This is an optimization exercise on Yosys and OpenROAD, whose aim is small area and a short achievable clock period, not a production implementation. In this exercise RTL edits were held to simulation tests only and were not proved equivalent to the original. No activity file was given, so power comes from the tool's default toggle rates.

==> wip/juniper: inputs <==
Design kgp_risc, start of the top module:
module kgp_risc(
	input [31:0] instr,
	input [31:0] doutd,
	input start,
	input clk,
	output reg [31:0] PC,
	output [31:0] DA,
	output [31:0] write_data,
	output [3:0] wea,
	output reg stop
	);
==> module rf_read, before the edit <==
module rf_read(
	input [31:0] sel,
	input [1023:0] regs,
	output reg [31:0] out
	);
	integer j;
	always @(*) begin
		out = 32'b0;
		for (j = 0; j < 32; j = j + 1)
			out = out | ({32{sel[j]}} & regs[32*j +: 32]);
	end
endmodule
==> module shifter, before the edit <==
module shifter(
	input [3:0] func,
	input [4:0] shamt,
	input [31:0] A,
	input [31:0] B,
	output reg [31:0] out
	);
	wire sh_var = (func == 4'd6) || (func == 4'd7) || (func == 4'd9);
	wire sh_left = (func == 4'd4) || (func == 4'd6);
	wire sh_arith = (func == 4'd8) || (func == 4'd9);
	wire [4:0] amt = sh_var ? B[4:0] : shamt;
	wire big = sh_var && (|B[31:5]);
	wire fill = sh_arith && A[31];
	reg [31:0] sh_in;
	integer i;
	always @(*) begin
		for (i = 0; i < 32; i = i + 1)
			sh_in[i] = sh_left ? A[31-i] : A[i];
	end
	wire [63:0] sh_wide = {{32{fill}}, sh_in} >> amt;
	wire [31:0] sh_r = big ? {32{fill}} : sh_wide[31:0];
	always @(*) begin
		for (i = 0; i < 32; i = i + 1)
			out[i] = sh_left ? sh_r[31-i] : sh_r[i];
	end
endmodule
export LEC_CHECK = 0
export CAP_MARGIN = 20
export CORE_MARGIN = 2
export CORE_UTILIZATION = 55
export PLACE_DENSITY = 0.7
export SETUP_SLACK_MARGIN = 4
export SLEW_MARGIN = 20
export SYNTH_HIERARCHICAL = 1
create_clock -name core_clock -period 12.5 [get_ports {clk}]
run.sh (not shown) runs the stock make flow with config.mk's settings and CLKGATE_MAP_FILE= SYNTH_SCRIPT=/design/flow/synth_recipe.tcl, a recipe that flattens the netlist after the stock synthesis.
==> inputs of wip/onyx, as changes to wip/juniper <==
--- a/flow/design.v
+++ b/flow/design.v
@@ -107,10 +107,27 @@
 	input [1023:0] regs,
-	output reg [31:0] out
-	);
-	integer j;
-	always @(*) begin
-		out = 32'b0;
-		for (j = 0; j < 32; j = j + 1)
-			out = out | ({32{sel[j]}} & regs[32*j +: 32]);
-	end
+	output [31:0] out
+	);
+	genvar b, g;
+	generate for (b = 0; b < 32; b = b + 1) begin : bits
+		wire [10:0] y;
+		for (g = 0; g < 10; g = g + 1) begin : grp
+			aoi222 u(.a1(sel[3*g]), .a2(regs[32*(3*g) + b]),
+				.b1(sel[3*g+1]), .b2(regs[32*(3*g+1) + b]),
+				.c1(sel[3*g+2]), .c2(regs[32*(3*g+2) + b]), .y(y[g]));
+		end
+		aoi22 u10(.a1(sel[30]), .a2(regs[32*30 + b]), .b1(sel[31]), .b2(regs[32*31 + b]), .y(y[10]));
+		assign out[b] = ~&y;
+	end endgenerate
+endmodule
+module aoi222(
+	input a1, a2, b1, b2, c1, c2,
+	output y
+	);
+	assign y = ~((a1 & a2) | (b1 & b2) | (c1 & c2));
+endmodule
+module aoi22(
+	input a1, a2, b1, b2,
+	output y
+	);
+	assign y = ~((a1 & a2) | (b1 & b2));
 endmodule
@@ -178,3 +195,3 @@
 	input [31:0] B,
-	output reg [31:0] out
+	output [31:0] out
 	);
@@ -186,14 +203,27 @@
 	wire fill = sh_arith && A[31];
-	reg [31:0] sh_in;
-	integer i;
-	always @(*) begin
-		for (i = 0; i < 32; i = i + 1)
-			sh_in[i] = sh_left ? A[31-i] : A[i];
-	end
-	wire [63:0] sh_wide = {{32{fill}}, sh_in} >> amt;
-	wire [31:0] sh_r = big ? {32{fill}} : sh_wide[31:0];
-	always @(*) begin
-		for (i = 0; i < 32; i = i + 1)
-			out[i] = sh_left ? sh_r[31-i] : sh_r[i];
-	end
-endmodule
+	wire fill_n = ~fill;
+	wire [31:0] st [0:7];
+	genvar i, k;
+	generate for (i = 0; i < 32; i = i + 1) begin : rin
+		mxi m(.s(sh_left), .a(A[i]), .b(A[31-i]), .y(st[0][i]));
+	end
+	for (k = 0; k < 5; k = k + 1) begin : stage
+		for (i = 0; i < 32; i = i + 1) begin : b
+			if (i + (1 << k) < 32) begin : m
+				mxi m(.s(amt[k]), .a(st[k][i]), .b(st[k][i + (1 << k)]), .y(st[k+1][i]));
+			end else begin : f
+				mxi m(.s(amt[k]), .a(st[k][i]), .b((k % 2 == 0) ? fill_n : fill), .y(st[k+1][i]));
+			end
+		end
+	end
+	for (i = 0; i < 32; i = i + 1) begin : rout
+		mxi m(.s(sh_left), .a(st[5][i]), .b(st[5][31-i]), .y(st[6][i]));
+		mxi bg(.s(big), .a(st[6][i]), .b(fill_n), .y(out[i]));
+	end endgenerate
+endmodule
+module mxi(
+	input s, a, b,
+	output y
+	);
+	assign y = ~(s ? b : a);
+endmodule
==> flow/flow/run.sh (new file) <==
#!/bin/bash
# Own layout flow: the standard synthesis, then the standard layout
# with two changes: ports are buffered with plain buffer cells instead of the
# delay cells the resizer picks by default, and delay cells are not used.
set -euo pipefail
DU="sky130_fd_sc_hd__probe_p_8 sky130_fd_sc_hd__probec_p_8 sky130_fd_sc_hd__lpflow_bleeder_1 sky130_fd_sc_hd__lpflow_clkbufkapwr_1 sky130_fd_sc_hd__lpflow_clkbufkapwr_16 sky130_fd_sc_hd__lpflow_clkbufkapwr_2 sky130_fd_sc_hd__lpflow_clkbufkapwr_4 sky130_fd_sc_hd__lpflow_clkbufkapwr_8 sky130_fd_sc_hd__lpflow_clkinvkapwr_1 sky130_fd_sc_hd__lpflow_clkinvkapwr_16 sky130_fd_sc_hd__lpflow_clkinvkapwr_2 sky130_fd_sc_hd__lpflow_clkinvkapwr_4 sky130_fd_sc_hd__lpflow_clkinvkapwr_8 sky130_fd_sc_hd__lpflow_decapkapwr_12 sky130_fd_sc_hd__lpflow_decapkapwr_3 sky130_fd_sc_hd__lpflow_decapkapwr_4 sky130_fd_sc_hd__lpflow_decapkapwr_6 sky130_fd_sc_hd__lpflow_decapkapwr_8 sky130_fd_sc_hd__lpflow_inputiso0n_1 sky130_fd_sc_hd__lpflow_inputiso0p_1 sky130_fd_sc_hd__lpflow_inputiso1n_1 sky130_fd_sc_hd__lpflow_inputiso1p_1 sky130_fd_sc_hd__lpflow_inputisolatch_1 sky130_fd_sc_hd__lpflow_isobufsrc_1 sky130_fd_sc_hd__lpflow_isobufsrc_16 sky130_fd_sc_hd__lpflow_isobufsrc_2 sky130_fd_sc_hd__lpflow_isobufsrc_4 sky130_fd_sc_hd__lpflow_isobufsrc_8 sky130_fd_sc_hd__lpflow_isobufsrckapwr_16 sky130_fd_sc_hd__lpflow_lsbuf_lh_hl_isowell_tap_1 sky130_fd_sc_hd__lpflow_lsbuf_lh_hl_isowell_tap_2 sky130_fd_sc_hd__lpflow_lsbuf_lh_hl_isowell_tap_4 sky130_fd_sc_hd__lpflow_lsbuf_lh_isowell_4 sky130_fd_sc_hd__lpflow_lsbuf_lh_isowell_tap_1 sky130_fd_sc_hd__lpflow_lsbuf_lh_isowell_tap_2 sky130_fd_sc_hd__lpflow_lsbuf_lh_isowell_tap_4"
DU="$DU sky130_fd_sc_hd__clkdlybuf4s15_1 sky130_fd_sc_hd__clkdlybuf4s15_2 sky130_fd_sc_hd__clkdlybuf4s18_1 sky130_fd_sc_hd__clkdlybuf4s18_2 sky130_fd_sc_hd__clkdlybuf4s25_1 sky130_fd_sc_hd__clkdlybuf4s25_2 sky130_fd_sc_hd__clkdlybuf4s50_1 sky130_fd_sc_hd__clkdlybuf4s50_2"
DU="$DU sky130_fd_sc_hd__dlygate4sd1_1 sky130_fd_sc_hd__dlygate4sd2_1 sky130_fd_sc_hd__dlygate4sd3_1 sky130_fd_sc_hd__dlymetal6s2s_1 sky130_fd_sc_hd__dlymetal6s4s_1 sky130_fd_sc_hd__dlymetal6s6s_1"
bash standard.sh synth > synth.log 2>&1
bash standard.sh "DONT_USE_CELLS=$DU" "BUFFER_PORTS_ARGS=-buffer_cell sky130_fd_sc_hd__buf_2" finish > layout.log 2>&1
==> flow/standard.sh (new file) <==
#!/bin/bash
# synth_recipe.tcl (not shown) runs the flow's synth.tcl, then flattens the netlist and writes it again
# the make line also repeats each setting of config.mk as NAME=value (left out here)
make -C /OpenROAD-flow-scripts/flow DESIGN_CONFIG=/design/flow/config.mk WORK_HOME=/design/flow/orfs CLKGATE_MAP_FILE= SYNTH_SCRIPT=/design/flow/synth_recipe.tcl "${@:-finish}"
--- a/flow/config.mk
+++ b/flow/config.mk
@@ -9,6 +9,9 @@
 export CORE_MARGIN = 2
-export CORE_UTILIZATION = 55
-export PLACE_DENSITY = 0.7
-export SETUP_SLACK_MARGIN = 4
+export CORE_UTILIZATION = 60
+export CTS_CLUSTER_DIAMETER = 100
+export CTS_CLUSTER_SIZE = 30
+export PLACE_DENSITY = 0.72
+export SETUP_SLACK_MARGIN = 5
 export SLEW_MARGIN = 20
 export SYNTH_HIERARCHICAL = 1
+export TNS_END_PERCENT = 10
removed: flow/run.sh
==> inputs of wip/cedar, as changes to wip/juniper <==
--- a/flow/design.v
+++ b/flow/design.v
@@ -107,10 +107,27 @@
 	input [1023:0] regs,
-	output reg [31:0] out
-	);
-	integer j;
-	always @(*) begin
-		out = 32'b0;
-		for (j = 0; j < 32; j = j + 1)
-			out = out | ({32{sel[j]}} & regs[32*j +: 32]);
-	end
+	output [31:0] out
+	);
+	genvar b, g;
+	generate for (b = 0; b < 32; b = b + 1) begin : bits
+		wire [10:0] y;
+		for (g = 0; g < 10; g = g + 1) begin : grp
+			aoi222 u(.a1(sel[3*g]), .a2(regs[32*(3*g) + b]),
+				.b1(sel[3*g+1]), .b2(regs[32*(3*g+1) + b]),
+				.c1(sel[3*g+2]), .c2(regs[32*(3*g+2) + b]), .y(y[g]));
+		end
+		aoi22 u10(.a1(sel[30]), .a2(regs[32*30 + b]), .b1(sel[31]), .b2(regs[32*31 + b]), .y(y[10]));
+		assign out[b] = ~&y;
+	end endgenerate
+endmodule
+module aoi222(
+	input a1, a2, b1, b2, c1, c2,
+	output y
+	);
+	assign y = ~((a1 & a2) | (b1 & b2) | (c1 & c2));
+endmodule
+module aoi22(
+	input a1, a2, b1, b2,
+	output y
+	);
+	assign y = ~((a1 & a2) | (b1 & b2));
 endmodule
==> flow/flow/run.sh (new file) <==
#!/bin/bash
# Own layout flow: the standard synthesis, then the standard layout
# with two changes: ports are buffered with plain buffer cells instead of the
# delay cells the resizer picks by default, and delay cells are not used.
set -euo pipefail
DU="sky130_fd_sc_hd__probe_p_8 sky130_fd_sc_hd__probec_p_8 sky130_fd_sc_hd__lpflow_bleeder_1 sky130_fd_sc_hd__lpflow_clkbufkapwr_1 sky130_fd_sc_hd__lpflow_clkbufkapwr_16 sky130_fd_sc_hd__lpflow_clkbufkapwr_2 sky130_fd_sc_hd__lpflow_clkbufkapwr_4 sky130_fd_sc_hd__lpflow_clkbufkapwr_8 sky130_fd_sc_hd__lpflow_clkinvkapwr_1 sky130_fd_sc_hd__lpflow_clkinvkapwr_16 sky130_fd_sc_hd__lpflow_clkinvkapwr_2 sky130_fd_sc_hd__lpflow_clkinvkapwr_4 sky130_fd_sc_hd__lpflow_clkinvkapwr_8 sky130_fd_sc_hd__lpflow_decapkapwr_12 sky130_fd_sc_hd__lpflow_decapkapwr_3 sky130_fd_sc_hd__lpflow_decapkapwr_4 sky130_fd_sc_hd__lpflow_decapkapwr_6 sky130_fd_sc_hd__lpflow_decapkapwr_8 sky130_fd_sc_hd__lpflow_inputiso0n_1 sky130_fd_sc_hd__lpflow_inputiso0p_1 sky130_fd_sc_hd__lpflow_inputiso1n_1 sky130_fd_sc_hd__lpflow_inputiso1p_1 sky130_fd_sc_hd__lpflow_inputisolatch_1 sky130_fd_sc_hd__lpflow_isobufsrc_1 sky130_fd_sc_hd__lpflow_isobufsrc_16 sky130_fd_sc_hd__lpflow_isobufsrc_2 sky130_fd_sc_hd__lpflow_isobufsrc_4 sky130_fd_sc_hd__lpflow_isobufsrc_8 sky130_fd_sc_hd__lpflow_isobufsrckapwr_16 sky130_fd_sc_hd__lpflow_lsbuf_lh_hl_isowell_tap_1 sky130_fd_sc_hd__lpflow_lsbuf_lh_hl_isowell_tap_2 sky130_fd_sc_hd__lpflow_lsbuf_lh_hl_isowell_tap_4 sky130_fd_sc_hd__lpflow_lsbuf_lh_isowell_4 sky130_fd_sc_hd__lpflow_lsbuf_lh_isowell_tap_1 sky130_fd_sc_hd__lpflow_lsbuf_lh_isowell_tap_2 sky130_fd_sc_hd__lpflow_lsbuf_lh_isowell_tap_4"
DU="$DU sky130_fd_sc_hd__clkdlybuf4s15_1 sky130_fd_sc_hd__clkdlybuf4s15_2 sky130_fd_sc_hd__clkdlybuf4s18_1 sky130_fd_sc_hd__clkdlybuf4s18_2 sky130_fd_sc_hd__clkdlybuf4s25_1 sky130_fd_sc_hd__clkdlybuf4s25_2 sky130_fd_sc_hd__clkdlybuf4s50_1 sky130_fd_sc_hd__clkdlybuf4s50_2"
DU="$DU sky130_fd_sc_hd__dlygate4sd1_1 sky130_fd_sc_hd__dlygate4sd2_1 sky130_fd_sc_hd__dlygate4sd3_1 sky130_fd_sc_hd__dlymetal6s2s_1 sky130_fd_sc_hd__dlymetal6s4s_1 sky130_fd_sc_hd__dlymetal6s6s_1"
bash standard.sh synth > synth.log 2>&1
bash standard.sh "DONT_USE_CELLS=$DU" "BUFFER_PORTS_ARGS=-buffer_cell sky130_fd_sc_hd__buf_2" finish > layout.log 2>&1
==> flow/standard.sh (new file) <==
#!/bin/bash
# synth_recipe.tcl (not shown) runs the flow's synth.tcl, then flattens the netlist and writes it again
# the make line also repeats each setting of config.mk as NAME=value (left out here)
make -C /OpenROAD-flow-scripts/flow DESIGN_CONFIG=/design/flow/config.mk WORK_HOME=/design/flow/orfs CLKGATE_MAP_FILE= SYNTH_SCRIPT=/design/flow/synth_recipe.tcl "${@:-finish}"
--- a/flow/config.mk
+++ b/flow/config.mk
@@ -14 +14,2 @@
 export SYNTH_HIERARCHICAL = 1
+export TNS_END_PERCENT = 5
removed: flow/run.sh
==> inputs of wip/violet, as changes to wip/juniper <==
--- a/flow/design.v
+++ b/flow/design.v
@@ -107,10 +107,27 @@
 	input [1023:0] regs,
-	output reg [31:0] out
-	);
-	integer j;
-	always @(*) begin
-		out = 32'b0;
-		for (j = 0; j < 32; j = j + 1)
-			out = out | ({32{sel[j]}} & regs[32*j +: 32]);
-	end
+	output [31:0] out
+	);
+	genvar b, g;
+	generate for (b = 0; b < 32; b = b + 1) begin : bits
+		wire [10:0] y;
+		for (g = 0; g < 10; g = g + 1) begin : grp
+			aoi222 u(.a1(sel[3*g]), .a2(regs[32*(3*g) + b]),
+				.b1(sel[3*g+1]), .b2(regs[32*(3*g+1) + b]),
+				.c1(sel[3*g+2]), .c2(regs[32*(3*g+2) + b]), .y(y[g]));
+		end
+		aoi22 u10(.a1(sel[30]), .a2(regs[32*30 + b]), .b1(sel[31]), .b2(regs[32*31 + b]), .y(y[10]));
+		assign out[b] = ~&y;
+	end endgenerate
+endmodule
+module aoi222(
+	input a1, a2, b1, b2, c1, c2,
+	output y
+	);
+	assign y = ~((a1 & a2) | (b1 & b2) | (c1 & c2));
+endmodule
+module aoi22(
+	input a1, a2, b1, b2,
+	output y
+	);
+	assign y = ~((a1 & a2) | (b1 & b2));
 endmodule
--- a/flow/config.mk
+++ b/flow/config.mk
@@ -14 +14,2 @@
 export SYNTH_HIERARCHICAL = 1
+export TNS_END_PERCENT = 5
==> impl_results.md <==
* DIE AREA at 107000 sq um
* Outcome: finished clean
* Layout cell share with drive strength beyond 1 at 0.180
* DP HPWL at 158000 um
* Reg2reg start: register[3][15]
* Crit-path max FO at 16
* Multi-input logic area at 25700 sq um
* Post-synth top cells: a22oi_1, edfxtp_1, nand4_1
* Post-layout min period at 9170 ps
* Most frequent cells in the layout: edfxtp_1, a22oi_1, nand4_1
* Setup WS post-layout at 3330 ps
* Multi-input combinational area share at 0.381
That was wip/juniper.
==> impl_results.md <==
* Outcome: finished clean
* Crit-path max FO at 8
* Layout cell share with drive strength beyond 1 at 0.202
* Multi-input combinational area share at 0.377
* Clock group share of total power at 0.352
* Routed len/inst at 40.8 um
* Reg2reg start: register[3][1]
* Crit. Startpoint: instr[18]
* Starting Density at 0.556
* Setup WS post-layout at 3070 ps
* DP HPWL at 164000 um
* DIE AREA at 104000 sq um
* Post-synth top cells: edfxtp_1, a222oi_1, nand2_1
That was wip/cedar.
==> impl_results.md <==
* Layout cell share with drive strength beyond 1 at 0.189
* Post-layout min period at 9230 ps
* Largest register FFs at 1024
* DP HPWL at 151000 um
* Post-synth top cells: edfxtp_1, a222oi_1, nand2_1
* Multi-input logic area at 24600 sq um
* Outcome: finished clean
* Most frequent cells in the layout: edfxtp_1, a222oi_1, buf_4
* Multi-input combinational area share at 0.372
* DIE AREA at 104000 sq um
* Crit-path max FO at 6
* Reg2reg start: register[12][1]
That was wip/violet.
==> impl_results.md <==
* Outcome: finished clean
* TritonCTS Buffers at 43
* Post-layout min period at 9270 ps
* Multi-input logic area at 25000 sq um
* Critical path depth at 18
* Post-synth top cells: edfxtp_1, a222oi_1, mux2i_1
* Reg2reg start: register[12][2]
* Most frequent cells in the layout: edfxtp_1, a222oi_1, mux2i_1
* DIE AREA at 94000 sq um
* Multi-input combinational area share at 0.391
* Setup WS post-layout at 3230 ps
* Crit path to: DA[30]
* Most used flip-flop cell after synthesis: edfxtp_1
* Layout cell share with drive strength beyond 1 at 0.211
* Crit-path max FO at 5
That was wip/onyx.

[re-timing with driven ports]
How much do the figures lean on ideal ports? The routed layouts below were timed once more, with nothing changed but the port constraints.
Step 1 (the two cells are an assumption about what drives the block):
set clk [get_ports {clk}]
set_driving_cell -lib_cell sky130_fd_sc_hd__clkbuf_16 $clk
set_driving_cell -lib_cell sky130_fd_sc_hd__buf_2 [delete_from_list [all_inputs] $clk]
Step 2 times the ports against the registers' clock, not the clock port: input delays grow and output delays shrink by t, the midpoint of the rising clock arrivals with the driver on.
a / b / c = ideal / step 1 / step 2; a / b = the first two.
run	t, ns	setup WS [ns]	worst setup path after step 2	worst register clock-pin slew, ns	pins driven straight from the clock port
wip/juniper	0.768	3.333 / 3.219 / 2.936	input to register	0.07 / 0.07	1
wip/onyx	0.792	3.229 / 3.032 / 3.032	input to output	0.12 / 0.12	1
wip/cedar	0.770	3.067 / 2.863 / 2.285	input to register	0.07 / 0.07	1
wip/violet	0.764	3.266 / 3.133 / 2.439	input to register	0.07 / 0.07	1
After both steps every run listed still meets setup and hold. The setup slack of wip/violet, which loses most, moves by -0.133 ns with the drivers and by -0.827 ns with both steps.
